Background: an optimization exercise with open tools, aiming at small area. Do not read the settings as production practice.
Where RTL was checked, it was by simulation tests only, not by an equivalence proof against the original.
For runs 1 to 4, only the layout was checked, not whether the RTL still works.
Power figures rest on the tool's default switching activity, not on a simulated workload.

==> design/flow/design.v <==
module iobus(
	input clk_sys,
	input rst,
	input rxd,
	output txd,
	output zg,
	input zw,
	input rcl,
	output dpa,
	input rs,
	input rf,
	input rok,
	input rpe,
	input rqb,
	input rpn,
	input [0:3] rnb,
	input [0:15] rad,
	input [0:15] rdt,
	output dw,
	output dr,
	output din,
	output dok,
	output den,
	output dpe,
	output dpn,
	output [0:3] dnb,
	output [0:15] dad,
	output [0:15] ddt,
	input [0:15] w,
	input [0:3] rotary_pos,
	input [0:9] indicators,
	output [0:3] rotary_out,
	output rotary_trig,
	output [0:15] keys,
	output keys_trig,
	output [0:3] fn,
	output fn_v,
	output fn_trig
);
	localparam [5:0] L25 = 6'b100001;
	localparam [5:0] L49 = 6'b001001;
	localparam [5:0] L50 = 6'b010011;
	reg [1:0] rxs;
	reg [5:0] rdiv;
	wire [5:0] rdiv_nx = {rdiv[4:0], ~(rdiv[5] ^ rdiv[4])};
	reg [3:0] rcnt;		 
	reg rx_rdy;
	wire rx_smp = (rxs == 2'd2) & (rdiv == L49);
	wire rx_bit = rx_smp & ~rcnt[3];
	always @ (posedge clk_sys) begin
		if (rst) begin
			rxs <= 2'd0;
			rx_rdy <= 1'b0;
		end else begin
			rx_rdy <= 1'b0;
			case (rxs)
				2'd0: begin
					if (!rxd) begin
						rdiv <= 6'd0;
						rxs <= 2'd1;
					end
				end
				2'd1: begin
					if (rxd) rxs <= 2'd0;
					else if (rdiv != L25) rdiv <= rdiv_nx;
					else begin
						rdiv <= 6'd0;
						rcnt <= 4'd0;
						rxs <= 2'd2;
					end
				end
				2'd2: begin
					if (rdiv != L49) rdiv <= rdiv_nx;
					else begin
						rdiv <= 6'd0;
						rcnt <= rcnt + 1'b1;
						if (rcnt[3]) rxs <= 2'd3;
					end
				end
				2'd3: begin
					rxs <= 2'd0;
					rx_rdy <= rxd;
				end
			endcase
		end
	end
	localparam M_IDLE = 3'd0;
	localparam M_ARG  = 3'd1;
	localparam M_A1   = 3'd2;
	localparam M_A2H  = 3'd3;
	localparam M_A2L  = 3'd4;
	localparam M_A3H  = 3'd5;
	localparam M_A3L  = 3'd6;
	localparam M_DONE = 3'd7;
	reg [2:0] ms;
	reg m_rdy;
	reg [7:0] tcmd;
	reg [4:0] ta1;
	reg [15:0] ta2;
	reg [15:0] ta3;
	always @ (posedge clk_sys) begin
		if (rst) begin
			ms <= M_IDLE;
			m_rdy <= 1'b0;
		end else begin
			m_rdy <= (ms == M_DONE);
			case (ms)
				M_IDLE: if (rx_rdy) ms <= M_ARG;
				M_ARG: ms <= tcmd[2] ? M_A1 : tcmd[1] ? M_A2H : tcmd[0] ? M_A3H : M_DONE;
				M_A1: if (rx_rdy) ms <= tcmd[1] ? M_A2H : tcmd[0] ? M_A3H : M_DONE;
				M_A2H: if (rx_rdy) begin
					ms <= M_A2L;
				end
				M_A2L: if (rx_rdy) begin
					ms <= tcmd[0] ? M_A3H : M_DONE;
				end
				M_A3H: if (rx_rdy) begin
					ms <= M_A3L;
				end
				M_A3L: if (rx_rdy) begin
					ms <= M_DONE;
				end
				M_DONE: ms <= M_IDLE;
			endcase
		end
	end
	wire sh_cmd = rx_bit & (ms == M_IDLE);
	wire sh_a1  = rx_bit & (ms == M_A1) & (rcnt < 4'd5);
	wire sh_a2h = rx_bit & (ms == M_A2H);
	wire sh_a2l = rx_bit & (ms == M_A2L);
	wire sh_a3h = rx_bit & (ms == M_A3H);
	wire sh_a3l = rx_bit & (ms == M_A3L);
	always @ (posedge clk_sys) begin
		if (sh_cmd) tcmd <= {rxd, tcmd[7:1]};
		if (sh_a1) ta1 <= {rxd, ta1[4:1]};
		if (rst) begin
			ta2 <= 16'd0;
			ta3 <= 16'd0;
		end else begin
			if (sh_a2h) ta2[15:8] <= {rxd, ta2[15:9]};
			if (sh_a2l) ta2[7:0] <= {rxd, ta2[7:1]};
			if (sh_a3h) ta3[15:8] <= {rxd, ta3[15:9]};
			if (sh_a3l) ta3[7:0] <= {rxd, ta3[7:1]};
		end
	end
	wire c_r   = (tcmd == 8'h9e);
	wire c_w   = (tcmd == 8'h97);
	wire c_in  = (tcmd == 8'hb5);
	wire c_pa  = (tcmd == 8'h80);
	wire c_pe  = (tcmd[7:1] == 7'b0001100);
	wire c_ok  = (tcmd[7:1] == 7'b0001000) | c_pe;
	wire c_en  = (tcmd == 8'h08);
	wire c_cpd = (tcmd == 8'hc1);
	wire c_cpr = (tcmd == 8'hcc);
	wire c_cpf = (tcmd == 8'hd4);
	wire c_cps = (tcmd == 8'hd8);
	assign dpa = m_rdy & c_pa;
	assign keys = ta3;
	assign rotary_out = ta1[3:0];
	assign fn = ta1[3:0];
	assign fn_v = ta1[4];
	assign keys_trig = m_rdy & c_cpd;
	assign rotary_trig = m_rdy & c_cpr;
	assign fn_trig = m_rdy & c_cpf;
	reg zg_r;
	reg ir, iw;
	reg [4:0] ia1;
	reg [15:0] ia2;
	reg [15:0] ia3;
	reg [4:0] tcnt5;
	wire timeout = &tcnt5;
	wire zwzg = zw & zg_r;
	always @ (posedge clk_sys) begin
		if (rst) begin
			zg_r <= 1'b0;
		end else if (!zg_r) begin
			if (m_rdy & (c_r | c_w | c_in)) begin
				zg_r <= 1'b1;
				ir <= c_r;
				iw <= c_w;
				ia1 <= ta1;
				ia2 <= ta2;
				ia3 <= ta3;
			end
		end else if (zw & (rok | timeout)) begin
			zg_r <= 1'b0;
		end
	end
	always @ (posedge clk_sys) begin
		if (rst | rok | !zwzg) tcnt5 <= 5'd0;
		else if (!timeout) tcnt5 <= tcnt5 + 1'b1;
	end
	assign zg = zg_r;
	assign dr = zwzg & ir;
	assign dw = zwzg & iw;
	assign din = zwzg & ~ir & ~iw;
	assign dpn = zwzg & ia1[4];
	assign dnb = zwzg ? ia1[3:0] : 4'd0;
	assign dad = zwzg ? ia2 : 16'd0;
	wire io_req = (rs | rf) & ~rad[15];
	reg rsa, rsb;
	reg [15:0] rddt;
	wire resp_act = rsa | rsb;
	always @ (posedge clk_sys) begin
		if (rst) begin
			rsa <= 1'b0;
			rsb <= 1'b0;
		end else if (!resp_act) begin
			if (io_req & m_rdy & (c_ok | c_en)) begin
				rsa <= c_ok;
				rsb <= c_en | c_pe;
				rddt <= ta3;
			end
		end else if (!io_req) begin
			rsa <= 1'b0;
			rsb <= 1'b0;
		end
	end
	assign dok = rsa;
	assign den = ~rsa & rsb;
	assign dpe = rsa & rsb;
	assign ddt = (zwzg ? ia3 : 16'd0) | (resp_act ? rddt : 16'd0);
	reg ena_cl, ena_cp, ena_bus;
	reg [7:0] enc_cmd;
	always @ (*) begin
		case ({rf, rs, dr, dw, din, rok, timeout, rpe})
			8'b10000000 : enc_cmd = { 1'b1,  4'b0101,  3'b110 };
			8'b01000000 : enc_cmd = { 1'b1,  4'b0100,  3'b111 };
			8'b00100100 : enc_cmd = { 1'b0, 4'b0010, 3'b001 };
			8'b00100101 : enc_cmd = { 1'b0, 4'b0011, 3'b000 };
			8'b00010100 : enc_cmd = { 1'b0, 4'b0010, 3'b000 };
			8'b00001100 : enc_cmd = { 1'b0, 4'b0010, 3'b000 };
			8'b00100010 : enc_cmd = { 1'b0, 4'b0100, 3'b000 };
			8'b00010010 : enc_cmd = { 1'b0, 4'b0100, 3'b000 };
			8'b00001010 : enc_cmd = { 1'b0, 4'b0100, 3'b000 };
			default     : enc_cmd = 8'd0;
		endcase
	end
	wire send_req = io_req;
	wire send_resp = (rok | timeout) & zwzg;
	reg [1:0] bst;		 
	reg [2:0] bk;
	reg [5:0] ba1;
	reg [15:0] ba2;
	reg [15:0] ba3;
	reg [2:0] bk_nx;
	always @ (*) begin
		case (enc_cmd)
			8'h10: bk_nx = 3'd1;
			8'h11: bk_nx = 3'd2;
			8'h18: bk_nx = 3'd3;
			8'h20: bk_nx = 3'd4;
			8'hae: bk_nx = 3'd6;
			8'ha7: bk_nx = 3'd7;
			default: bk_nx = send_req ? 3'd5 : 3'd0;
		endcase
	end
	wire is_req = bk[2] & (bk[1] | bk[0]);
	always @ (posedge clk_sys) begin
		if (rst) begin
			bst <= 2'd0;
		end else begin
			case (bst)
				2'd0: if (send_req | send_resp) begin
					bk <= bk_nx;
					ba1 <= {rqb, rpn, rnb};
					ba2 <= rad;
					ba3 <= rdt;
					bst <= 2'd1;
				end
				2'd1: if (ena_bus) bst <= 2'd2;
				default: if (!ena_bus && (is_req ? !send_req : !send_resp)) bst <= 2'd0;
			endcase
		end
	end
	reg [7:0] bcmd;
	always @ (*) begin
		case (bk)
			3'd1: bcmd = 8'h10;
			3'd2: bcmd = 8'h11;
			3'd3: bcmd = 8'h18;
			3'd4: bcmd = 8'h20;
			3'd6: bcmd = 8'hae;
			3'd7: bcmd = 8'ha7;
			default: bcmd = 8'h00;
		endcase
	end
	wire trig_bus = (bst == 2'd1);
	wire send_cp = m_rdy & c_cps;
	reg [1:0] cst;
	always @ (posedge clk_sys) begin
		if (rst) begin
			cst <= 2'd0;
		end else begin
			case (cst)
				2'd0: if (send_cp) cst <= 2'd1;
				2'd1: if (ena_cp) cst <= 2'd2;
				default: if (!ena_cp & !send_cp) cst <= 2'd0;
			endcase
		end
	end
	wire trig_cp = (cst == 2'd1);
	reg [1:0] lst;
	always @ (posedge clk_sys) begin
		if (rst) begin
			lst <= 2'd0;
		end else begin
			case (lst)
				2'd0: if (rcl) lst <= 2'd1;
				2'd1: if (ena_cl) lst <= 2'd2;
				default: if (!ena_cl & !rcl) lst <= 2'd0;
			endcase
		end
	end
	wire trig_cl = (lst == 2'd1);
	localparam T_STOP = 4'd0;
	localparam T_RDY  = 4'd1;
	localparam T_IDLE = 4'd4;
	localparam T_LOAD = 4'd5;
	localparam T_SEND = 4'd6;
	localparam T_START = 4'd7;
	reg [3:0] tp;
	reg [5:0] tdiv;
	wire [5:0] tdiv_nx = {tdiv[4:0], ~(tdiv[5] ^ tdiv[4])};
	reg [2:0] idx;
	reg [15:0] sw;
	reg [9:0] sind;
	reg [3:0] srot;
	wire [2:0] targ = ena_bus ? bcmd[2:0] : {1'b0, ena_cp, ena_cp};
	reg [2:0] nidx;
	reg nlast;
	always @ (*) begin
		nidx = 3'd0;
		nlast = 1'b0;
		case (idx)
			3'd0: if (targ[2]) nidx = 3'd1; else if (targ[1]) nidx = 3'd2; else if (targ[0]) nidx = 3'd4; else nlast = 1'b1;
			3'd1: if (targ[1]) nidx = 3'd2; else if (targ[0]) nidx = 3'd4; else nlast = 1'b1;
			3'd2: nidx = 3'd3;
			3'd3: if (targ[0]) nidx = 3'd4; else nlast = 1'b1;
			3'd4: nidx = 3'd5;
			default: nlast = 1'b1;
		endcase
	end
	always @ (posedge clk_sys) begin
		if (rst) begin
			tp <= T_IDLE;
			ena_cl <= 1'b0;
			ena_cp <= 1'b0;
			ena_bus <= 1'b0;
		end else begin
			case (tp)
				T_IDLE: if (trig_cl | trig_cp | trig_bus) begin
					ena_cl <= trig_cl;
					ena_cp <= trig_cp & ~trig_cl;
					ena_bus <= trig_bus & ~trig_cp & ~trig_cl;
					tp <= T_LOAD;
				end
				T_LOAD: begin
					sw <= w;
					sind <= indicators;
					srot <= rotary_pos;
					idx <= 3'd0;
					tp <= T_SEND;
				end
				T_SEND: begin
					tdiv <= 6'd0;
					tp <= T_START;
				end
				T_STOP: begin
					if (tdiv == L49) tp <= T_RDY;
					else tdiv <= tdiv_nx;
				end
				T_RDY: begin
					if (nlast) begin
						ena_cl <= 1'b0;
						ena_cp <= 1'b0;
						ena_bus <= 1'b0;
						tp <= T_IDLE;
					end else begin
						idx <= nidx;
						tp <= T_SEND;
					end
				end
				default: begin		 
					if (tdiv == L50) begin
						tdiv <= 6'd0;
						tp <= tp + 1'b1;
					end else tdiv <= tdiv_nx;
				end
			endcase
		end
	end
	wire [15:0] a2 = ena_bus ? ba2 : sw;
	wire [15:0] a3 = ena_bus ? ba3 : {sind, 2'b00, srot};
	wire [7:0] cmdb = ena_bus ? bcmd : ena_cp ? 8'h13 : 8'h88;
	reg [7:0] tbyte;
	always @ (*) begin
		case (idx)
			3'd0: tbyte = cmdb;
			3'd1: tbyte = {2'b00, ba1};
			3'd2: tbyte = a2[15:8];
			3'd3: tbyte = a2[7:0];
			3'd4: tbyte = a3[15:8];
			default: tbyte = a3[7:0];
		endcase
	end
	assign txd = tp[3] ? tbyte[tp[2:0]] : (tp != T_START);
endmodule
==> design/flow/flow/run.sh <==
#!/bin/bash
# The standard layout (the standard.sh, standard synthesis unchanged), with two changes:
# - every input and output port still gets its own buffer, but a buf_1 instead of the
#   larger cell buffer_ports picks by default;
# - clock tree synthesis clusters the registers under clkbuf_16 buffers and adds no
#   dummy loads.
# make's full output goes to standard.log in this folder; ORFS keeps its per-step logs
# under orfs/logs.
set -euo pipefail
bash standard.sh \
  BUFFER_PORTS_ARGS="-buffer_cell sky130_fd_sc_hd__buf_1" \
  CTS_ARGS="-sink_clustering_enable -repair_clock_nets -dont_use_dummy_load -sink_clustering_size 30 -sink_clustering_max_diameter 80 -buf_list sky130_fd_sc_hd__clkbuf_16" \
  finish > standard.log 2>&1
==> design/flow/standard.sh <==
#!/bin/bash
# synth_recipe.tcl (not shown) runs the flow's synth.tcl, then flattens the netlist and writes it again
# the make line also repeats each setting of config.mk as NAME=value (left out here)
make -C /OpenROAD-flow-scripts/flow DESIGN_CONFIG=/design/flow/config.mk WORK_HOME=/design/flow/orfs CLKGATE_MAP_FILE= SYNTH_SCRIPT=/design/flow/synth_recipe.tcl "${@:-finish}"
==> design/flow/config.mk <==
export PLATFORM = sky130hd
export DESIGN_NAME = iobus
export DESIGN_NICKNAME = iobus
export VERILOG_FILES = /design/flow/design.v
export SDC_FILE = /design/flow/constraint.sdc
export NUM_CORES = 4
export LEC_CHECK = 0
export CAP_MARGIN = 20
export CORE_MARGIN = 2
export CORE_UTILIZATION = 40
export SLEW_MARGIN = 20
==> design/flow/constraint.sdc <==
create_clock -name core_clock -period 10.0 [get_ports {clk_sys}]
set_input_delay 2.0000 -clock core_clock [delete_from_list [all_inputs] [get_ports {clk_sys}]]
set_output_delay 2.0000 -clock core_clock [all_outputs]
set_load 0.01 [all_outputs]
==> results of run 1 <==
==> power groups by stage <==
stage	Combinational (mW)	Clock, mW	Sequential, mW
final	0.284	0.525	1.07
after global placement	0.283	0	1.09
after CTS	0.285	0.545	1.07
after detailed placement	0.282	0	1.09
after floorplan	0.219	0	1.07
after global routing	0.316	0.571	1.07
==> worst paths after layout <==
path                            endpoint  cells past startpoint  startpoint
worst max-delay path              ddt[9]                      4          zw
worst min-delay path              ia2[0]                      0      ta2[0]
worst max register to register    ba1[5]                      4        zg_r
worst min register to register    ia2[0]                      0      ta2[0]
==> kinds of logic after synthesis <==
kind of cell,after synthesis
adder cells (fa/ha/maj),16
flip-flops,218
XOR/XNOR,7
buffers and inverters,65
AO/OA/AOI/OAI,149
AND/OR/NAND/NOR,235
multiplexers,57
==> sequential cells by signal, summed over array words and instances, names as in the netlist, 16 cells and up, named ones only <==
signal,cells
ba2,16
ba3,16
ia2,16
ia3,16
rddt,16
sw,16
ta2,16
ta3,16
==> per-stage QoR <==
step                      cell area (sq um)  instances  setup WS, ns  utilization [%]  total power [mW]
after floorplan                        9390        747         0.298                -              1.29
after global placement                10200       1183          4.29             44.1              1.37
after detailed placement              10200       1183          4.23             44.1              1.37
after CTS                             10600       1197          4.23             45.6              1.90
after global routing                  10600       1198          3.99             45.6              1.96
final                                 10600       1199          4.25             45.6              1.88
==> Yosys cell counts (all sizes together), types with 4 or more instances <==
cell type | instances | area, sq um
mux2 | 6 | 67.6
a2111oi | 6 | 52.6
o21ai | 30 | 154
a21oi | 27 | 135
nor4 | 4 | 25.0
buf | 14 | 85.1
ha | 16 | 200
nand2 | 37 | 139
nor2 | 72 | 278
o22ai | 7 | 50.1
nand3b | 5 | 37.5
edfxtp | 158 | 4740
and3 | 32 | 205
a221oi | 4 | 41.3
or3 | 4 | 25.0
nor3 | 12 | 60.1
a32oi | 6 | 60.1
mux2i | 49 | 490
xor2 | 4 | 35.0
o311ai | 4 | 35.0
inv | 24 | 90.1
nand2b | 7 | 43.8
a22o | 17 | 149
nor2b | 20 | 125
o211ai | 6 | 45.0
a31oi | 6 | 37.5
nand4b | 4 | 35.0
nor3b | 5 | 47.5
nand3 | 12 | 65.1
clkbuf | 27 | 103
a211oi | 7 | 52.6
dfxtp | 60 | 1200
and2 | 8 | 50.1
==> worst max-delay path: stages <==
cell	delay (ns)
sky130_fd_sc_hd__buf_1	0.51
sky130_fd_sc_hd__and2_1	0.79
sky130_fd_sc_hd__a22o_1	0.27
sky130_fd_sc_hd__buf_1	0.15
==> final cells by class <==
cell class | instances | area share, %
multi-input cells | 464 | 30.1
clock buffers | 14 | 3.30
repair buffers | 158 | 5.89
diodes | 2 | 0.0472
inverters | 24 | 0.850
well taps | 319 | 3.76
flip-flops and latches | 218 | 56.1
==> layer usage <==
metal	vias to the layer above	routed length [microns]	global-route usage, %
met5	-	0	0
met4	0	634	5.11
met3	31	1120	3.58
met2	149	9280	25.0
met1	3029	9510	22.8
li1	3058	-	-
==> impl_metrics.py, run 1 <==
metrics = {
    "status": {
        "status": "no timing/DRC/antenna violations",
    },
    "synthesis": {
        "yosysWarningCount": 1,
        "ys.flop_type": "sky130_fd_sc_hd__edfxtp_1",
        "ffs_latches_synth": 218,
        "syn-mean-instance-area_sq_um": 12.6,
        "synthXorXnorAreaFrac_pct": 0.653,
        "post_synth_num_cell_types": 71,
        "synth_cells": 747,
        "mappedNetlistArea_sq_mm": 0.00939,
        "synthesized_area_fraction_occupied_by_ao_oa_aoi_and_oai_cells_pct": 11.4,
        "post_synth_and_or_nand_nor_area_fraction_pct": 13.2,
        "synth_sequential_area_ratio_pct": 63.3,
        "synth-adder-area-share_pct": 2.13,
        "synth_top_family_by_area": "simple AND/OR/NAND/NOR gates",
        "synth.area.mux_share_pct": 6.42,
        "asyncSetResetFlopFracSynth_pct": 0,
        "synth_enable_flop_cells": 158,
    },
    "timing": {
        "period_share_pct": 57.5,
        "skew_final_ns": 0.0369,
        "setup_viol": 0,
        "post-route-min-period_ns": 5.75,
        "worst_pin_slew_ns": 1.06,
        "timing.final.hold_violations": 0,
        "holdWs_ns": 0.441,
        "maxSlewViolCount": 0,
        "timing.max_slew.rel_slack_pct": 29.1,
        "timing.setup.tns_ns": 0,
        "rsz0062_at_grt": "false",
        "max_freq_mhz": 174,
    },
    "power_and_ir_drop": {
        "clock_power_share_pct": 28.0,
        "power_frac_seq_pct": 56.9,
        "comb_power_share_pct": 15.1,
        "power_switching_mw": 0.486,
        "ir_worst_vdd_uv": 106,
        "power.share.switching_pct": 25.9,
        "pwr_density_cell_mw_per_mm2": 177,
        "intPower_mw": 1.39,
        "cellLeakagePower_nw": 3.64,
    },
    "route": {
        "detailroute.via_count": 6267,
        "post_drt_wl_per_cell_microns": 17.1,
        "detail_route.wirelength_microns": 20500,
        "detail_route.drc_violations": 0,
        "drt_pass1_iterations": 5,
        "via_cell_ratio": 5.23,
        "drt_iter0_drc": 351,
        "ant_nets": 0,
    },
    "worst_setup_path": {
        "slack_of_the_worst_reg_to_reg_path_ns": 6.59,
        "worstPathRequired_ns": 8.00,
        "timing_worst_setup_path_type": "in2out",
        "end_kind": "primary output",
        "timing.critical_path.arrival_ns": 3.75,
        "crit_fanout": 25,
        "startpoint_type": "input port",
    },
    "clock_tree": {
        "cts-resized-gates": 0,
        "postCtsSetupRepairBufs": 0,
        "clkTransAtPathRegs_ns": 0.09,
        "h-tree-depth": 1,
        "number_of_buffers_added_by_the_clock_tree_synthesis_step": 14,
        "cts_max_path_buffers": 3,
        "clkSinkCount": 218,
        "post_cts_hold_buffer_count": 0,
        "cts_tree": "done",
        "cts.root.buffer_cell": "sky130_fd_sc_hd__clkbuf_16",
        "clock_insertion_delay_worst_skew_ns": 0.49,
    },
    "global_route": {
        "global_route.usage.total_pct": 16.2,
        "gr-total-overflow": 0,
        "largest_net_degree_at_the_start_of_global_routing": 55,
        "grt_antenna_before_repair": 2,
        "grt_pass1_vias": 5965,
        "grt_first_pass_wirelength_microns": 31800,
    },
    "floorplan": {
        "floorplan.core_area_sq_mm": 0.0233,
        "floorplan.die_area_sq_mm": 0.0247,
        "fp.dieW_microns": 157,
        "fp-row-count": 56,
        "floorplan.initialDensity_pct": 40.4,
        "fp.dieH_microns": 157,
        "ioPinCount": 151,
    },
    "layout": {
        "final_net_count": 973,
        "regArea_sq_mm": 0.00595,
        "layout.filler_cells": 2182,
        "syn_to_final_growth_pct": 12.9,
        "layout_commonest_cell": "sky130_fd_sc_hd__edfxtp_1",
        "area_of_the_multi_input_gates_sq_mm": 0.00319,
        "final_layout_size_suffix_gt1_share_pct": 5.58,
        "final_cell_mix": "158 x sky130_fd_sc_hd__edfxtp_1, 149 x sky130_fd_sc_hd__buf_1, 71 x sky130_fd_sc_hd__nor2_1",
    },
    "hold_path": {
        "hold_path_class": "reg2reg",
    },
    "flow_run": {
        "max_cap_violations": 0,
    },
    "placed_design": {
        "io_buffers": 150,
        "gpl.final_weighted_congestion": 0.798,
        "post_detailed_placement_half_perimeter_wirelength_microns": 14000,
    },
}
==> run 2, diff against run 1 <==
==> design/flow/flow/run.sh (replaced) <==
#!/bin/bash
# The standard layout (the standard.sh, standard synthesis unchanged), with two changes:
# - every input and output port still gets its own buffer, but a buf_1 instead of the
#   larger cell buffer_ports picks by default;
# - clock tree synthesis adds no dummy loads and uses the clustering given below.
# make's full output goes to standard.log in this folder; ORFS keeps its per-step logs
# under orfs/logs.
set -euo pipefail
bash standard.sh \
  BUFFER_PORTS_ARGS="-buffer_cell sky130_fd_sc_hd__buf_1" \
  CTS_ARGS="-sink_clustering_enable -repair_clock_nets -dont_use_dummy_load -sink_clustering_size 18 -sink_clustering_max_diameter 60 -buf_list sky130_fd_sc_hd__clkbuf_8" \
   finish > standard.log 2>&1
==> impl_metrics.py, run 2 <==
metrics = {
    "status": {
        "status": "no timing/DRC/antenna violations",
    },
    "worst_setup_path": {
        "worstPathRequired_ns": 8.00,
        "worst_r2r_path_depth": 4,
        "critical_path.reg2reg.startpoint": "zg_r",
        "slack_of_the_worst_reg_to_reg_path_ns": 6.59,
        "cp_common_cell": "sky130_fd_sc_hd__buf_1",
        "startpoint_type": "input port",
        "crit_fanout": 25,
        "timing.critical_path.arrival_ns": 3.76,
        "worst_r2r_endpoint": "ba3[0]",
        "crit_path_max_incr_delay_ns": 0.80,
        "timing_worst_setup_path_type": "in2out",
        "cp_cell_sequence": "buf_1 -> and2_1 -> a22o_1 -> buf_1",
        "cpMaxStageDelayCell": "sky130_fd_sc_hd__and2_1",
        "end_kind": "primary output",
    },
    "synthesis": {
        "ys.flop_type": "sky130_fd_sc_hd__edfxtp_1",
        "post_synth_num_cell_types": 71,
        "ys_top_cells_by_count": "158 x sky130_fd_sc_hd__edfxtp_1, 71 x sky130_fd_sc_hd__nor2_1, 60 x sky130_fd_sc_hd__dfxtp_1",
        "syn-mean-instance-area_sq_um": 12.6,
        "asyncSetResetFlopFracSynth_pct": 0,
        "netlist.top_cell.by_area": "sky130_fd_sc_hd__edfxtp_1",
        "post-synth-top-count-cell": "sky130_fd_sc_hd__edfxtp_1",
        "yosysWarningCount": 1,
        "ffs_latches_synth": 218,
        "synth.area.top_cells": "sky130_fd_sc_hd__edfxtp_1 51%, sky130_fd_sc_hd__dfxtp_1 13%, sky130_fd_sc_hd__mux2i_1 5.2%",
        "synth_sequential_area_ratio_pct": 63.3,
        "post-synth-top-area-fraction_pct": 50.5,
        "synth_enable_flop_cells": 158,
        "synth_cells": 747,
        "mappedNetlistArea_sq_mm": 0.00939,
    },
    "layout": {
        "final_net_count": 978,
        "final_cell_mix": "158 x sky130_fd_sc_hd__edfxtp_1, 149 x sky130_fd_sc_hd__buf_1, 71 x sky130_fd_sc_hd__nor2_1",
        "final_layout_size_suffix_gt1_share_pct": 6.12,
        "final_cells": 1204,
        "layout_commonest_cell": "sky130_fd_sc_hd__edfxtp_1",
        "syn_to_final_growth_pct": 11.9,
        "layout.filler_cells": 2198,
        "final_area_sq_mm": 0.0105,
        "area_of_the_multi_input_gates_sq_mm": 0.00319,
        "regArea_sq_mm": 0.00595,
    },
    "route": {
        "drt_pass1_iterations": 5,
        "ant_nets": 0,
        "post_drt_wl_per_cell_microns": 17.1,
        "detailroute.via_count": 6292,
        "via_cell_ratio": 5.23,
        "detail_route.drc_violations": 0,
        "drt_iter0_drc": 480,
        "detail_route.wirelength_microns": 20600,
    },
    "clock_tree": {
        "clkTransAtPathRegs_ns": 0.08,
        "clkSinkCount": 218,
        "cts_max_path_buffers": 3,
        "cts.root.buffer_cell": "sky130_fd_sc_hd__clkbuf_8",
        "number_of_buffers_added_by_the_clock_tree_synthesis_step": 19,
        "post_cts_hold_buffer_count": 0,
        "clock_insertion_delay_worst_skew_ns": 0.54,
        "h-tree-depth": 1,
        "postCtsSetupRepairBufs": 0,
        "cts-resized-gates": 0,
        "cts_tree": "done",
    },
    "floorplan": {
        "ioPinCount": 151,
        "fp.dieH_microns": 157,
        "floorplan.core_area_sq_mm": 0.0233,
        "floorplan.die_area_sq_mm": 0.0247,
        "fp-row-count": 56,
        "floorplan.initialDensity_pct": 40.4,
        "fp.dieW_microns": 157,
    },
    "flow_run": {
        "max_cap_violations": 0,
    },
    "placed_design": {
        "place_inst": 1183,
        "gpl.final_weighted_congestion": 0.798,
        "post_dp_cell_area_sq_mm": 0.0102,
        "post_detailed_placement_half_perimeter_wirelength_microns": 14000,
        "io_buffers": 150,
    },
    "hold_path": {
        "hold_path_class": "reg2reg",
        "hold-path-cell-count": 0,
        "worst_hold_startpoint": "ta2[0]",
        "hold_path_end": "ia2[0]",
    },
    "global_route": {
        "grt_pass1_vias": 6071,
        "largest_net_degree_at_the_start_of_global_routing": 55,
        "gr-total-overflow": 0,
        "grt_antenna_before_repair": 2,
        "grt_first_pass_wirelength_microns": 32100,
        "global_route.usage.total_pct": 16.4,
    },
    "power_and_ir_drop": {
        "power.total_mw": 1.79,
        "pwr_density_cell_mw_per_mm2": 171,
        "cellLeakagePower_nw": 3.60,
        "ir_worst_vdd_uv": 99.9,
    },
    "timing": {
        "timing.setup.tns_ns": 0,
        "post-route-min-period_ns": 5.76,
        "maxSlewViolCount": 0,
        "setup_viol": 0,
        "worst_pin_slew_ns": 1.05,
        "timing.final.hold_violations": 0,
        "timing.max_slew.rel_slack_pct": 29.4,
        "max_freq_mhz": 174,
        "holdWs_ns": 0.439,
        "skew_final_ns": 0.0517,
        "rsz0062_at_grt": "false",
        "period_share_pct": 57.6,
    },
}
[run 2: cell counts after synthesis]
No cell type changed its count.
[run 2: critical path, delay by kind of cell]
| kind | cells | cell delay (ns) |
|---|---|---|
| buf+inv | 2 | 0.68 |
| compound gates | 1 | 0.27 |
| simple gates | 1 | 0.80 |
[run 2: layout make-up]
type / instances / area share (%)
diodes: 2 / 0.0476
clock buffers: 19 / 2.49
repair buffers: 158 / 5.94
inverters: 24 / 0.857
flip-flops and latches: 218 / 56.6
multi-input cells: 464 / 30.3
well taps: 319 / 3.80
[run 2: power breakdown]
group	switching, mW	internal [mW]	total, mW
Sequential	0.0378	1.03	1.07
Clock	0.272	0.171	0.443
Combinational	0.174	0.110	0.284
[run 2: per-stage QoR]
step | utilization [%] | worst slack, ns
global route | 45.2 | 3.99
detailed placement | 44.1 | 4.23
global placement | 44.1 | 4.29
finish | 45.2 | 4.24
CTS | 45.2 | 4.22
floorplan | - | 0.298
[run 2: metal layers]
layer | vias to the layer above | GRT usage (%) | routed length [microns]
met4 | 0 | 5.45 | 638
met5 | - | 0 | 0
met1 | 3010 | 22.8 | 9390
met3 | 38 | 3.94 | 1310
met2 | 183 | 25.2 | 9300
li1 | 3061 | - | -
[run 2: cells by family after synthesis]
family / Yosys count / synth area share, %
multiplexers: 57 / 6.42
flip-flops: 218 / 63.3
AND/OR/NAND/NOR: 235 / 13.2
adder cells (fa/ha/maj): 16 / 2.13
buffers and inverters: 65 / 2.96
AO/OA/AOI/OAI: 149 / 11.4
XOR/XNOR: 7 / 0.653
[run 2: worst max-delay path by stage]
stage / cells past startpoint / from / slack, ns / to
6_report: 4 / zw / 4.24 / ddt[7]
5_1_grt: 4 / zw / 3.99 / ddt[9]
4_1_cts: 4 / zw / 4.22 / ddt[7]
3_5_place_dp: 4 / zw / 4.23 / ddt[7]
3_3_place_gp: 4 / zw / 4.29 / ddt[9]
2_1_floorplan: 4 / zw / 0.30 / ba1[0]
==> run 3, diff against run 2 <==
--- a/design/flow/flow/run.sh
+++ b/design/flow/flow/run.sh
@@ -8,5 +8,5 @@
 set -euo pipefail
 bash standard.sh \
   BUFFER_PORTS_ARGS="-buffer_cell sky130_fd_sc_hd__buf_1" \
-  CTS_ARGS="-sink_clustering_enable -repair_clock_nets -dont_use_dummy_load -sink_clustering_size 18 -sink_clustering_max_diameter 60 -buf_list sky130_fd_sc_hd__clkbuf_8" \
+  CTS_ARGS="-sink_clustering_enable -repair_clock_nets -dont_use_dummy_load -sink_clustering_size 10 -sink_clustering_max_diameter 50 -buf_list sky130_fd_sc_hd__clkbuf_4" \
    finish > standard.log 2>&1
==> impl_metrics.py, run 3 <==
metrics = {
    "floorplan": {
        "fp.dieW_microns": 157,
        "floorplan.core_area_sq_mm": 0.0233,
        "fp.dieH_microns": 157,
        "floorplan.die_area_sq_mm": 0.0247,
        "ioPinCount": 151,
        "floorplan.initialDensity_pct": 40.4,
        "fp-row-count": 56,
    },
    "synthesis": {
        "synth_sequential_area_ratio_pct": 63.3,
        "post_synth_num_cell_types": 71,
        "asyncSetResetFlopFracSynth_pct": 0,
        "synth_cells": 747,
        "syn-mean-instance-area_sq_um": 12.6,
        "netlist.top_cell.by_area": "sky130_fd_sc_hd__edfxtp_1",
        "yosysWarningCount": 1,
        "ffs_latches_synth": 218,
        "mappedNetlistArea_sq_mm": 0.00939,
        "post-synth-top-count-cell": "sky130_fd_sc_hd__edfxtp_1",
        "post-synth-top-area-fraction_pct": 50.5,
        "ys.flop_type": "sky130_fd_sc_hd__edfxtp_1",
        "synth.area.top_cells": "sky130_fd_sc_hd__edfxtp_1 51%, sky130_fd_sc_hd__dfxtp_1 13%, sky130_fd_sc_hd__mux2i_1 5.2%",
        "synth_enable_flop_cells": 158,
        "ys_top_cells_by_count": "158 x sky130_fd_sc_hd__edfxtp_1, 71 x sky130_fd_sc_hd__nor2_1, 60 x sky130_fd_sc_hd__dfxtp_1",
    },
    "global_route": {
        "global_route.usage.total_pct": 16.5,
        "gr-total-overflow": 0,
        "grt_antenna_before_repair": 3,
        "grt_first_pass_wirelength_microns": 32400,
        "grt_pass1_vias": 6118,
        "largest_net_degree_at_the_start_of_global_routing": 55,
    },
    "placed_design": {
        "gpl.final_weighted_congestion": 0.798,
        "post_detailed_placement_half_perimeter_wirelength_microns": 14000,
        "place_inst": 1183,
        "io_buffers": 150,
    },
    "route": {
        "detailroute.via_count": 6334,
        "detail_route.wirelength_microns": 20800,
        "drt_pass1_iterations": 5,
        "ant_nets": 0,
        "post_drt_wl_per_cell_microns": 17.1,
        "via_cell_ratio": 5.22,
        "detail_route.drc_violations": 0,
        "drt_iter0_drc": 414,
    },
    "clock_tree": {
        "cts_tree": "done",
        "cts.root.buffer_cell": "sky130_fd_sc_hd__clkbuf_4",
        "post_cts_hold_buffer_count": 0,
        "clock_insertion_delay_worst_skew_ns": 0.70,
        "postCtsSetupRepairBufs": 0,
        "cts_max_path_buffers": 3,
        "clkTransAtPathRegs_ns": 0.10,
        "cts-resized-gates": 0,
        "h-tree-depth": 1,
        "number_of_buffers_added_by_the_clock_tree_synthesis_step": 28,
        "clkSinkCount": 218,
    },
    "timing": {
        "setup_viol": 0,
        "rsz0062_at_grt": "false",
        "timing.final.hold_violations": 0,
        "max_freq_mhz": 174,
        "post-route-min-period_ns": 5.74,
        "maxSlewViolCount": 0,
        "timing.max_slew.rel_slack_pct": 31.0,
        "timing.setup.tns_ns": 0,
        "worst_pin_slew_ns": 1.03,
        "period_share_pct": 57.4,
        "skew_final_ns": 0.0782,
    },
    "worst_setup_path": {
        "slack_of_the_worst_reg_to_reg_path_ns": 6.58,
        "cp_cell_sequence": "buf_1 -> and2_1 -> a22o_1 -> buf_1",
        "setup.worst_path.start": "zw",
        "cp_common_cell": "sky130_fd_sc_hd__buf_1",
        "timing.critical_path.arrival_ns": 3.74,
        "worstSetupEndpoint": "ddt[5]",
        "dominant_delay_contributor_by_cell_family_on_the_critical_path": "simple AND/OR/NAND/NOR gates",
        "timing.critical_path.depth": 4,
        "cpMaxStageDelayCell": "sky130_fd_sc_hd__and2_1",
        "timing_worst_setup_path_type": "in2out",
        "startpoint_type": "input port",
        "worstPathRequired_ns": 8.00,
        "end_kind": "primary output",
        "crit_fanout": 25,
        "buffers_inverters_on_critical_path": 2,
        "critical_path.reg2reg.startpoint": "zg_r",
        "crit_path_max_incr_delay_ns": 0.79,
        "worst_r2r_endpoint": "ba2[13]",
        "worst_r2r_path_depth": 4,
    },
    "power_and_ir_drop": {
        "comb_power_share_pct": 16.2,
        "power.share.switching_pct": 27.7,
        "ir_worst_vdd_uv": 92.1,
        "power_switching_mw": 0.486,
        "power.total_mw": 1.75,
        "cellLeakagePower_nw": 3.59,
        "power_frac_seq_pct": 60.9,
        "intPower_mw": 1.27,
        "pwr_density_cell_mw_per_mm2": 167,
        "clock_power_share_pct": 22.9,
    },
    "layout": {
        "layout_commonest_cell": "sky130_fd_sc_hd__edfxtp_1",
        "final_layout_size_suffix_gt1_share_pct": 7.06,
        "syn_to_final_growth_pct": 11.4,
        "final_cells": 1214,
        "final_cell_mix": "158 x sky130_fd_sc_hd__edfxtp_1, 149 x sky130_fd_sc_hd__buf_1, 71 x sky130_fd_sc_hd__nor2_1",
        "final_net_count": 987,
    },
    "status": {
        "status": "no timing/DRC/antenna violations",
    },
    "flow_run": {
        "max_cap_violations": 0,
    },
    "hold_path": {
        "hold_path_class": "reg2reg",
    },
}
run 3: cell count changes in the layout (fill, tap and decap cells not counted):
cell | previous run | this run
sky130_fd_sc_hd__diode_2 | 2 | 3
sky130_fd_sc_hd__clkbuf_4 | 0 | 28
sky130_fd_sc_hd__clkbuf_8 | 19 | 0
run 3: power by group through the flow:
stage	Sequential (mW)	Combinational, mW	Clock (mW)
finish	1.07	0.284	0.402
global placement	1.09	0.283	0
global route	1.07	0.316	0.456
detailed placement	1.09	0.282	0
CTS	1.07	0.285	0.428
floorplan	1.07	0.219	0
run 3: worst min-delay path by stage:
stage / from / end / slack, ns / depth (start not counted)
global route: ta2[0] / ia2[0] / 0.44 / 0
global placement: ta2[8] / ia2[8] / 0.42 / 0
detailed placement: ta2[8] / ia2[8] / 0.42 / 0
CTS: ta2[0] / ia2[0] / 0.42 / 0
floorplan: ta2[8] / ia2[8] / 0.41 / 0
finish: ta2[0] / ia2[0] / 0.41 / 0
run 3: stage by stage:
| step | worst slack [ns] | utilization (%) | hold slack, ns | area (sq um) |
|---|---|---|---|---|
| 5_1_grt | 3.99 | 45.0 | 0.443 | 10500 |
| 6_report | 4.26 | 45.0 | 0.411 | 10500 |
| 4_1_cts | 4.23 | 45.0 | 0.417 | 10500 |
| 3_3_place_gp | 4.29 | 44.1 | 0.418 | 10200 |
| 3_5_place_dp | 4.23 | 44.1 | 0.416 | 10200 |
| 2_1_floorplan | 0.298 | - | 0.408 | 9390 |
run 3: cells by family after synthesis:
family / after synthesis / synth area share [%]
buffers and inverters: 65 / 2.96
and+or+nand+nor: 235 / 13.2
adders and majority gates: 16 / 2.13
xor gates and xnor gates: 7 / 0.653
muxes: 57 / 6.42
AOI/OAI and AO/OA: 149 / 11.4
DFF: 218 / 63.3
run 3: metal layers:
metal	global-route usage, %	vias up	wire (microns)
met5	0	-	0
met4	5.76	0	714
met3	3.88	48	1250
met2	25.6	176	9370
met1	22.8	3017	9480
li1	-	3093	-
run 3: cell type report:
cell class | count | area, sq um
Tap cell | 319 | 399
Clock buffer | 28 | 210
Inverter | 24 | 90.1
Timing Repair Buffer | 158 | 624
Fill cell | 2215 | 12800
Antenna cell | 3 | 7.51
Multi-Input combinational cell | 464 | 3190
Sequential cell | 218 | 5950
==> run 4, diff against run 3 <==
--- a/design/flow/design.v
+++ b/design/flow/design.v
@@ -366,10 +366,6 @@
 					tdiv <= 6'd0;
 					tp <= T_START;
 				end
-				T_STOP: begin
-					if (tdiv == L49) tp <= T_RDY;
-					else tdiv <= tdiv_nx;
-				end
 				T_RDY: begin
 					if (nlast) begin
 						ena_cl <= 1'b0;
@@ -383,26 +379,49 @@
 				end
 				default: begin		 
 					if (tdiv == L50) begin
-						tdiv <= 6'd0;
+						tdiv <= {5'd0, tp == 4'd15};
 						tp <= tp + 1'b1;
 					end else tdiv <= tdiv_nx;
 				end
 			endcase
 		end
 	end
-	wire [15:0] a2 = ena_bus ? ba2 : sw;
-	wire [15:0] a3 = ena_bus ? ba3 : {sind, 2'b00, srot};
+	wire [3:0] wsel = {~idx[0], tp[2:0]};
+	wire [15:0] s3 = {sind, 2'b00, srot};
+	wire b2, b3, c2, c3;
+	tx_sel16 SEL_B2(.d(ba2), .s(wsel), .y(b2));
+	tx_sel16 SEL_B3(.d(ba3), .s(wsel), .y(b3));
+	tx_sel16 SEL_C2(.d(sw), .s(wsel), .y(c2));
+	tx_sel16 SEL_C3(.d(s3), .s(wsel), .y(c3));
 	wire [7:0] cmdb = ena_bus ? bcmd : ena_cp ? 8'h13 : 8'h88;
-	reg [7:0] tbyte;
-	always @ (*) begin
-		case (idx)
-			3'd0: tbyte = cmdb;
-			3'd1: tbyte = {2'b00, ba1};
-			3'd2: tbyte = a2[15:8];
-			3'd3: tbyte = a2[7:0];
-			3'd4: tbyte = a3[15:8];
-			default: tbyte = a3[7:0];
-		endcase
-	end
-	assign txd = tp[3] ? tbyte[tp[2:0]] : (tp != T_START);
+	wire [7:0] a1b = {2'b00, ba1};
+	wire k0, k1, ka0, wsel23;
+	tx_mux4 SEL_K0(.d(cmdb[3:0]), .s(tp[1:0]), .y(k0));
+	tx_mux4 SEL_K1(.d(cmdb[7:4]), .s(tp[1:0]), .y(k1));
+	tx_mux4 SEL_A0(.d(a1b[3:0]), .s(tp[1:0]), .y(ka0));
+	wire ka1 = ~tp[1] & (tp[0] ? a1b[5] : a1b[4]);
+	wire w01 = idx[0] ? (tp[2] ? ka1 : ka0) : (tp[2] ? k1 : k0);
+	wire tbit;
+	tx_mux4 SEL_W(.d({b3, c3, b2, c2} ), .s({idx[2], ena_bus}), .y(wsel23));
+	assign tbit = (idx[2] | idx[1]) ? wsel23 : w01;
+	assign txd = tp[3] ? tbit : (tp != T_START);
+endmodule
+module tx_mux4(
+	input [3:0] d,
+	input [1:0] s,
+	output y
+);
+	assign y = d[s];
+endmodule
+module tx_sel16(
+	input [15:0] d,
+	input [3:0] s,
+	output y
+);
+	wire [3:0] m;
+	tx_mux4 M0(.d(d[3:0]), .s(s[1:0]), .y(m[0]));
+	tx_mux4 M1(.d(d[7:4]), .s(s[1:0]), .y(m[1]));
+	tx_mux4 M2(.d(d[11:8]), .s(s[1:0]), .y(m[2]));
+	tx_mux4 M3(.d(d[15:12]), .s(s[1:0]), .y(m[3]));
+	tx_mux4 M4(.d(m), .s(s[3:2]), .y(y));
 endmodule
--- a/design/flow/flow/run.sh
+++ b/design/flow/flow/run.sh
@@ -8,5 +8,5 @@
 set -euo pipefail
 bash standard.sh \
   BUFFER_PORTS_ARGS="-buffer_cell sky130_fd_sc_hd__buf_1" \
-  CTS_ARGS="-sink_clustering_enable -repair_clock_nets -dont_use_dummy_load -sink_clustering_size 10 -sink_clustering_max_diameter 50 -buf_list sky130_fd_sc_hd__clkbuf_4" \
+  CTS_ARGS="-sink_clustering_enable -repair_clock_nets -dont_use_dummy_load -sink_clustering_size 18 -sink_clustering_max_diameter 60 -buf_list sky130_fd_sc_hd__clkbuf_8" \
    finish > standard.log 2>&1
--- a/design/flow/config.mk
+++ b/design/flow/config.mk
@@ -9,3 +9,4 @@
 export CORE_MARGIN = 2
 export CORE_UTILIZATION = 40
 export SLEW_MARGIN = 20
+export SYNTH_HIERARCHICAL = 1
==> impl_metrics.py, run 4 <==
metrics = {
    "status": {
        "status": "no timing/DRC/antenna violations",
    },
    "layout": {
        "final_cells": 1122,
        "syn_to_final_growth_pct": 12.6,
        "layout.filler_cells": 2094,
        "final_util_pct": 45.9,
        "layout_commonest_cell": "sky130_fd_sc_hd__edfxtp_1",
        "final_area_sq_mm": 0.0104,
        "total_inserted_antenna_cells": 0,
        "final_cell_mix": "158 x sky130_fd_sc_hd__edfxtp_1, 149 x sky130_fd_sc_hd__buf_1, 71 x sky130_fd_sc_hd__nor2_1",
        "final_net_count": 931,
        "final_layout_size_suffix_gt1_share_pct": 8.36,
    },
    "worst_setup_path": {
        "timing.critical_path.arrival_ns": 3.61,
        "startpoint_type": "input port",
        "cp_common_cell": "sky130_fd_sc_hd__buf_1",
        "worstPathRequired_ns": 8.00,
        "cpMaxStageDelayCell": "sky130_fd_sc_hd__and2_1",
        "end_kind": "primary output",
        "cp_cell_sequence": "buf_1 -> and2_1 -> a22o_1 -> buf_1",
        "crit_fanout": 24,
        "timing_worst_setup_path_type": "in2out",
        "crit_path_max_incr_delay_ns": 0.67,
    },
    "synthesis": {
        "mappedNetlistArea_sq_mm": 0.00926,
        "post-synth-top-count-cell": "sky130_fd_sc_hd__edfxtp_1",
        "synth_sequential_area_ratio_pct": 64.2,
        "syn-mean-instance-area_sq_um": 13.5,
        "synth.area.top_cells": "sky130_fd_sc_hd__edfxtp_1 51%, sky130_fd_sc_hd__dfxtp_1 13%, sky130_fd_sc_hd__mux4_2 6.1%",
        "ys_top_cells_by_count": "158 x sky130_fd_sc_hd__edfxtp_1, 71 x sky130_fd_sc_hd__nor2_1, 60 x sky130_fd_sc_hd__dfxtp_1",
        "post_synth_num_cell_types": 55,
        "synth_cells": 688,
        "post-synth-top-area-fraction_pct": 51.2,
        "ys.flop_type": "sky130_fd_sc_hd__edfxtp_1",
        "yosysWarningCount": 7,
        "asyncSetResetFlopFracSynth_pct": 0,
        "ffs_latches_synth": 218,
        "synth_enable_flop_cells": 158,
        "netlist.top_cell.by_area": "sky130_fd_sc_hd__edfxtp_1",
    },
    "global_route": {
        "gr-total-overflow": 0,
        "grt_first_pass_wirelength_microns": 27300,
        "global_route.usage.total_pct": 13.8,
        "grt_antenna_before_repair": 0,
        "grt_pass1_vias": 5328,
        "largest_net_degree_at_the_start_of_global_routing": 58,
    },
    "clock_tree": {
        "clock_insertion_delay_worst_skew_ns": 0.52,
        "postCtsSetupRepairBufs": 0,
        "cts.root.buffer_cell": "sky130_fd_sc_hd__clkbuf_8",
        "cts_max_path_buffers": 3,
        "post_cts_hold_buffer_count": 0,
        "cts-resized-gates": 0,
        "number_of_buffers_added_by_the_clock_tree_synthesis_step": 19,
        "clkSinkCount": 218,
        "h-tree-depth": 1,
        "clkTransAtPathRegs_ns": 0.10,
        "cts_tree": "done",
    },
    "timing": {
        "period_share_pct": 56.1,
        "timing.final.hold_violations": 0,
        "skew_final_ns": 0.0587,
        "maxSlewViolCount": 0,
        "worst_pin_slew_ns": 0.755,
        "setup_viol": 0,
        "max_freq_mhz": 178,
        "post-route-min-period_ns": 5.61,
        "layout_setup_ws_ns": 4.39,
        "rsz0062_at_grt": "false",
        "timing.max_slew.rel_slack_pct": 49.6,
        "timing.setup.tns_ns": 0,
        "holdWs_ns": 0.403,
    },
    "power_and_ir_drop": {
        "power_switching_mw": 0.474,
        "ir_worst_vdd_uv": 113,
        "comb_power_share_pct": 18.0,
        "clock_power_share_pct": 23.9,
        "pwr_density_cell_mw_per_mm2": 176,
        "power.share.switching_pct": 25.8,
        "power.total_mw": 1.83,
        "cellLeakagePower_nw": 3.55,
        "power_frac_seq_pct": 58.2,
        "intPower_mw": 1.36,
    },
    "placed_design": {
        "gpl.final_weighted_congestion": 0.791,
        "place_ws_ns": 4.39,
        "post_dp_cell_area_sq_mm": 0.0102,
        "io_buffers": 150,
        "place_inst": 1103,
        "post_detailed_placement_half_perimeter_wirelength_microns": 11900,
    },
    "route": {
        "drt_iter0_drc": 343,
        "detail_route.wirelength_microns": 17200,
        "met3_length_microns": 990,
        "detailroute.wirelength.met2_microns": 7650,
        "top_signal_layer_used": "met4",
        "ant_nets": 0,
        "detail_route.drc_violations": 0,
        "m1WireLength_microns": 8400,
        "post_drt_wl_per_cell_microns": 15.4,
        "detailroute.via_count": 5801,
        "via_cell_ratio": 5.17,
        "drt_pass1_iterations": 5,
    },
    "floorplan": {
        "fp.dieH_microns": 156,
        "floorplan.initialDensity_pct": 40.8,
        "fp.dieW_microns": 156,
        "floorplan.die_area_sq_mm": 0.0244,
        "ioPinCount": 151,
        "fp-row-count": 55,
        "floorplan.core_area_sq_mm": 0.0227,
    },
    "flow_run": {
        "max_cap_violations": 0,
    },
    "hold_path": {
        "hold_path_class": "reg2reg",
    },
}
==> run 4: cell count changes after synthesis, sizes merged, moves of 5 or more <==
cell and delta:
nand2b +5, mux2i -9, o21ai -12, a32oi -5
nor2b -10, clkbuf -5, mux4 +23, nand2 -6
a31oi -5, mux2 -6
==> run 4: Yosys stat by module, one instance, submodules excluded, a selection <==
module / cells inside / flip-flops and latches / cell area (sq um) / copies in the design
iobus: 664 / 218 / 8720 / 1
tx_mux4: 1 / 0 / 22.5 / 24
==> run 4: cell families after synthesis <==
kind of cell | synth area share (%)
flops | 64.2
xor+xnor | 0.851
compound gates | 6.93
buf+inv | 2.53
other cells | 0.0405
simple gates | 13.0
fa+ha+maj | 2.03
mux | 10.4
==> run 4: routing by layer <==
| metal | vias up | track usage (%) |
|---|---|---|
| met3 | 15 | 2.67 |
| met2 | 154 | 20.7 |
| li1 | 2864 | - |
| met1 | 2768 | 20.8 |
| met4 | 0 | 3.01 |
| met5 | - | 0 |
==> run 4: final timing paths <==
path / from / to / slack (ns) / depth (start not counted)
max reg2reg: tp[0] / ena_cl / 7.26 / 7
min: ta2[12] / ia2[12] / 0.40 / 0
min reg2reg: ta2[12] / ia2[12] / 0.40 / 0
max: zw / ddt[1] / 4.39 / 4
==> run 4: layout make-up <==
class	instances	area [sq um]	area share (%)
Timing Repair Buffer	161	647	6.20
Tap cell	285	357	3.42
Sequential cell	218	5950	57.0
Inverter	24	90.1	0.864
Clock buffer	19	262	2.51
Multi-Input combinational cell	415	3130	30.0
==> run 4: worst max-delay path: cells and delay by family <==
kind / cells / cell delay (ns)
AOI/OAI and AO/OA: 1 / 0.25
buffers and inverters: 2 / 0.68
and+or+nand+nor: 1 / 0.67
==> run 4: power groups by stage <==
stage | Clock [mW] | Combinational (mW) | Sequential [mW]
finish | 0.438 | 0.330 | 1.07
global route | 0.492 | 0.371 | 1.07
CTS | 0.462 | 0.335 | 1.07
global placement | 0 | 0.332 | 1.09
detailed placement | 0 | 0.334 | 1.09
floorplan | 0 | 0.240 | 1.10
==> run 5, diff against run 4 <==
--- a/design/flow/design.v
+++ b/design/flow/design.v
@@ -37,50 +37,58 @@
 	output fn_v,
 	output fn_trig
 );
+	localparam [5:0] L8  = 6'b111011;
 	localparam [5:0] L25 = 6'b100001;
 	localparam [5:0] L49 = 6'b001001;
 	localparam [5:0] L50 = 6'b010011;
-	reg [1:0] rxs;
+	localparam [3:0] R_STOP  = 4'd9;
+	localparam [3:0] R_IDLE  = 4'd10;
+	localparam [3:0] R_START = 4'd11;
+	reg [3:0] rxs;
 	reg [5:0] rdiv;
 	wire [5:0] rdiv_nx = {rdiv[4:0], ~(rdiv[5] ^ rdiv[4])};
-	reg [3:0] rcnt;		 
 	reg rx_rdy;
-	wire rx_smp = (rxs == 2'd2) & (rdiv == L49);
-	wire rx_bit = rx_smp & ~rcnt[3];
+	reg clr;		 
+	wire rx_data = ~rxs[3] | (rxs == 4'd8);
+	wire rx_smp = rx_data & (rdiv == L49);
+	wire rx_bit = rx_smp & ~rxs[3];	 
 	always @ (posedge clk_sys) begin
 		if (rst) begin
-			rxs <= 2'd0;
+			rxs <= R_IDLE;
+			rdiv <= 6'd0;
+			clr <= 1'b1;
 			rx_rdy <= 1'b0;
 		end else begin
 			rx_rdy <= 1'b0;
+			if (rdiv == L8) clr <= 1'b0;
 			case (rxs)
-				2'd0: begin
+				R_IDLE: begin
 					if (!rxd) begin
 						rdiv <= 6'd0;
-						rxs <= 2'd1;
-					end
+						rxs <= R_START;
+					end else rdiv <= rdiv_nx;
 				end
-				2'd1: begin
-					if (rxd) rxs <= 2'd0;
-					else if (rdiv != L25) rdiv <= rdiv_nx;
+				R_START: begin
+					if (rxd) begin
+						rxs <= R_IDLE;
+						rdiv <= rdiv_nx;
+					end else if (rdiv != L25) rdiv <= rdiv_nx;
 					else begin
 						rdiv <= 6'd0;
-						rcnt <= 4'd0;
-						rxs <= 2'd2;
+						rxs <= 4'd0;
 					end
 				end
-				2'd2: begin
+				R_STOP: begin
+					rxs <= R_IDLE;
+					rx_rdy <= rxd;
+				end
+				default: begin
 					if (rdiv != L49) rdiv <= rdiv_nx;
 					else begin
 						rdiv <= 6'd0;
-						rcnt <= rcnt + 1'b1;
-						if (rcnt[3]) rxs <= 2'd3;
+						rxs <= rxs + 1'b1;
 					end
 				end
-				2'd3: begin
-					rxs <= 2'd0;
-					rx_rdy <= rxd;
-				end
 			endcase
 		end
 	end
@@ -125,23 +133,19 @@
 		end
 	end
 	wire sh_cmd = rx_bit & (ms == M_IDLE);
-	wire sh_a1  = rx_bit & (ms == M_A1) & (rcnt < 4'd5);
+	wire sh_a1  = rx_bit & (ms == M_A1) & (rxs < 4'd5);
 	wire sh_a2h = rx_bit & (ms == M_A2H);
 	wire sh_a2l = rx_bit & (ms == M_A2L);
 	wire sh_a3h = rx_bit & (ms == M_A3H);
 	wire sh_a3l = rx_bit & (ms == M_A3L);
+	wire rx_in = rxd & ~clr;
 	always @ (posedge clk_sys) begin
 		if (sh_cmd) tcmd <= {rxd, tcmd[7:1]};
 		if (sh_a1) ta1 <= {rxd, ta1[4:1]};
-		if (rst) begin
-			ta2 <= 16'd0;
-			ta3 <= 16'd0;
-		end else begin
-			if (sh_a2h) ta2[15:8] <= {rxd, ta2[15:9]};
-			if (sh_a2l) ta2[7:0] <= {rxd, ta2[7:1]};
-			if (sh_a3h) ta3[15:8] <= {rxd, ta3[15:9]};
-			if (sh_a3l) ta3[7:0] <= {rxd, ta3[7:1]};
-		end
+		if (sh_a2h | clr) ta2[15:8] <= {rx_in, ta2[15:9]};
+		if (sh_a2l | clr) ta2[7:0] <= {rx_in, ta2[7:1]};
+		if (sh_a3h | clr) ta3[15:8] <= {rx_in, ta3[15:9]};
+		if (sh_a3l | clr) ta3[7:0] <= {rx_in, ta3[7:1]};
 	end
 	wire c_r   = (tcmd == 8'h9e);
 	wire c_w   = (tcmd == 8'h97);
--- a/design/flow/flow/run.sh
+++ b/design/flow/flow/run.sh
@@ -8,5 +8,5 @@
 set -euo pipefail
 bash standard.sh \
   BUFFER_PORTS_ARGS="-buffer_cell sky130_fd_sc_hd__buf_1" \
-  CTS_ARGS="-sink_clustering_enable -repair_clock_nets -dont_use_dummy_load -sink_clustering_size 18 -sink_clustering_max_diameter 60 -buf_list sky130_fd_sc_hd__clkbuf_8" \
+  CTS_ARGS="-sink_clustering_enable -repair_clock_nets -dont_use_dummy_load -sink_clustering_size 8 -sink_clustering_max_diameter 40 -buf_list sky130_fd_sc_hd__clkbuf_4" \
    finish > standard.log 2>&1
==> impl_metrics.py, run 5 <==
metrics = {
    "route": {
        "detail_route.drc_violations": 0,
        "drt_iter0_drc": 407,
        "detailroute.via_count": 5618,
        "ant_nets": 0,
        "post_drt_wl_per_cell_microns": 15.4,
        "via_cell_ratio": 5.17,
        "detail_route.wirelength_microns": 16700,
        "drt_pass1_iterations": 4,
    },
    "synthesis": {
        "post_synth_num_cell_types": 65,
        "synth.area.top_cells": "sky130_fd_sc_hd__edfxtp_1 60%, sky130_fd_sc_hd__dfxtp_1 8.2%, sky130_fd_sc_hd__mux4_2 6.2%",
        "post-synth-top-area-fraction_pct": 59.5,
        "ys.flop_type": "sky130_fd_sc_hd__edfxtp_1",
        "netlist.top_cell.by_area": "sky130_fd_sc_hd__edfxtp_1",
        "syn-mean-instance-area_sq_um": 14.5,
        "yosysWarningCount": 7,
        "ys_top_cells_by_count": "180 x sky130_fd_sc_hd__edfxtp_1, 47 x sky130_fd_sc_hd__nor2_1, 37 x sky130_fd_sc_hd__dfxtp_1",
        "asyncSetResetFlopFracSynth_pct": 0,
        "synth_sequential_area_ratio_pct": 67.7,
        "post-synth-top-count-cell": "sky130_fd_sc_hd__edfxtp_1",
        "ffs_latches_synth": 217,
        "synth_cells": 626,
        "synth_enable_flop_cells": 180,
        "mappedNetlistArea_sq_mm": 0.00908,
    },
    "placed_design": {
        "io_buffers": 150,
        "gpl.final_weighted_congestion": 0.785,
        "post_detailed_placement_half_perimeter_wirelength_microns": 11500,
    },
    "floorplan": {
        "floorplan.initialDensity_pct": 40.5,
        "fp.dieW_microns": 155,
        "fp-row-count": 55,
        "fp.dieH_microns": 155,
        "ioPinCount": 151,
        "floorplan.die_area_sq_mm": 0.0239,
        "floorplan.core_area_sq_mm": 0.0224,
    },
    "status": {
        "status": "no timing/DRC/antenna violations",
    },
    "global_route": {
        "global_route.usage.total_pct": 14.1,
        "grt_pass1_vias": 5376,
        "grt_first_pass_wirelength_microns": 27300,
        "largest_net_degree_at_the_start_of_global_routing": 43,
        "gr-total-overflow": 0,
        "grt_antenna_before_repair": 2,
    },
    "worst_setup_path": {
        "timing_worst_setup_path_type": "in2out",
        "worstPathRequired_ns": 8.00,
        "end_kind": "primary output",
        "crit_fanout": 25,
        "startpoint_type": "input port",
        "timing.critical_path.arrival_ns": 3.33,
    },
    "power_and_ir_drop": {
        "intPower_mw": 1.37,
        "ir_worst_vdd_uv": 108,
        "power.total_mw": 1.85,
        "power.share.switching_pct": 26.1,
        "pwr_density_cell_mw_per_mm2": 180,
        "cellLeakagePower_nw": 3.56,
        "comb_power_share_pct": 18.3,
        "power_frac_seq_pct": 57.8,
        "power_switching_mw": 0.483,
        "clock_power_share_pct": 23.9,
    },
    "layout": {
        "final_net_count": 893,
        "area_of_the_multi_input_gates_sq_mm": 0.00277,
        "regArea_sq_mm": 0.00615,
        "layout_commonest_cell": "sky130_fd_sc_hd__edfxtp_1",
        "final_layout_size_suffix_gt1_share_pct": 11.4,
        "final_cell_mix": "180 x sky130_fd_sc_hd__edfxtp_1, 150 x sky130_fd_sc_hd__buf_1, 47 x sky130_fd_sc_hd__nor2_1",
        "syn_to_final_growth_pct": 13.1,
        "layout.filler_cells": 2013,
    },
    "timing": {
        "post-route-min-period_ns": 5.33,
        "timing.setup.tns_ns": 0,
        "worst_pin_slew_ns": 0.791,
        "setup_viol": 0,
        "skew_final_ns": 0.0896,
        "period_share_pct": 53.3,
        "timing.max_slew.rel_slack_pct": 47.2,
        "max_freq_mhz": 188,
        "rsz0062_at_grt": "false",
        "maxSlewViolCount": 0,
        "timing.final.hold_violations": 0,
    },
    "clock_tree": {
        "postCtsSetupRepairBufs": 0,
        "number_of_buffers_added_by_the_clock_tree_synthesis_step": 37,
        "clock_insertion_delay_worst_skew_ns": 0.62,
        "post_cts_hold_buffer_count": 0,
        "cts-resized-gates": 0,
        "clkTransAtPathRegs_ns": 0.08,
        "cts_tree": "done",
        "cts.root.buffer_cell": "sky130_fd_sc_hd__clkbuf_4",
        "clkSinkCount": 217,
        "cts_max_path_buffers": 3,
        "h-tree-depth": 2,
    },
    "hold_path": {
        "hold_path_class": "reg2reg",
    },
    "flow_run": {
        "max_cap_violations": 0,
    },
}
[run 5: cell types whose count changed after synthesis, sizes merged, moves of 5 or more]
cell,change
a211oi,+5
dfxtp,-23
clkbuf,-6
edfxtp,+22
mux2i,-33
nor2,-24
[run 5: logic make-up after synthesis]
group	synth area share [%]
muxes	7.09
and+or+nand+nor	12.0
other	0.0413
xor gates and xnor gates	0.675
DFF	67.7
AOI/OAI and AO/OA	8.42
buffers and inverters	2.16
adders and majority gates	1.93
[run 5: worst max-delay path, stage by stage]
cell                     delay (ns)
sky130_fd_sc_hd__buf_1         0.07
sky130_fd_sc_hd__buf_4         0.22
sky130_fd_sc_hd__and2_1        0.62
sky130_fd_sc_hd__a22o_1        0.25
sky130_fd_sc_hd__buf_1         0.15
[run 5: final cells by class]
cell class | instances | share of cell area [%]
repair buffers | 160 | 6.21
flip-flops and latches | 217 | 59.8
clock buffers | 37 | 2.70
multi-input cells | 365 | 27.0
inverters | 21 | 0.767
well taps | 285 | 3.47
diodes | 1 | 0.0244
[run 5: per-module statistics from Yosys (local to each module, per instance), excerpt]
| module | cells inside | flops+latches |
|---|---|---|
| tx_mux4 | 1 | 0 |
| iobus | 602 | 217 |
[run 5: metrics by stage]
stage / setup WS, ns / std cells / utilization (%) / hold slack (ns) / area (sq um)
CTS: 4.62 / 1085 / 45.8 / 0.426 / 10300
detailed placement: 4.65 / 1048 / 44.5 / 0.407 / 9990
global route: 4.51 / 1086 / 45.8 / 0.448 / 10300
floorplan: 3.02 / 628 / - / 0.400 / 9090
finish: 4.67 / 1086 / 45.8 / 0.429 / 10300
global placement: 4.72 / 1048 / 44.5 / 0.403 / 9990
[run 5: power by group through the flow]
| stage | clock network, mW | registers (mW) | logic (mW) |
|---|---|---|---|
| finish | 0.442 | 1.07 | 0.339 |
| global route | 0.502 | 1.08 | 0.379 |
| CTS | 0.464 | 1.07 | 0.345 |
| detailed placement | 0 | 1.09 | 0.343 |
| global placement | 0 | 1.09 | 0.342 |
| floorplan | 0 | 1.10 | 0.251 |
[run 5: routing by layer]
layer,wire (microns),GRT usage (%)
met5,13,0
met4,344,5.16
met3,935,3.33
met2,7510,21.4
met1,7930,19.8
[run 5: final timing paths]
path              startpoint      to  slack (ns)  cells past startpoint
hold reg to reg       ta2[8]  ia2[8]        0.43                      0
setup / recovery          zw  ddt[8]        4.67                      5
hold / removal        ta2[8]  ia2[8]        0.43                      0
setup reg to reg        zg_r   bk[0]        7.31                      4

-- what the ideal ports hide --
The results above use ideal ports. As a check the final layouts listed here were re-extracted and re-timed, cells and wires unchanged.
Step 1 (the two cells are an assumption about what drives the block):
set clk [get_ports {clk_sys}]
set_driving_cell -lib_cell sky130_fd_sc_hd__clkbuf_16 $clk
set_driving_cell -lib_cell sky130_fd_sc_hd__buf_2 [delete_from_list [all_inputs] $clk]
Step 2, shift: input delay + t, output delay - t, t = (earliest + latest rising clock arrival at the registers) / 2. This alone moves slack from input paths to output paths.
Slacks: no drivers / after step 1 / after step 2; pairs: no drivers / after step 1.
run | t (ns) | setup slack, ns | clock arrival spread, ns | slew at the worst register clock pin (ns)
run 1 | 0.512 | 4.254 / 4.230 / 4.230 | 0.039 / 0.039 | 0.09 / 0.09
run 2 | 0.552 | 4.239 / 4.215 / 4.215 | 0.067 / 0.067 | 0.11 / 0.11
run 3 | 0.675 | 4.259 / 4.235 / 4.235 | 0.120 / 0.119 | 0.11 / 0.11
run 4 | 0.535 | 4.386 / 4.363 / 4.363 | 0.061 / 0.060 | 0.11 / 0.11
run 5 | 0.617 | 4.672 / 4.649 / 4.649 | 0.090 / 0.089 | 0.09 / 0.09
After both steps setup and hold are still met in every run listed.
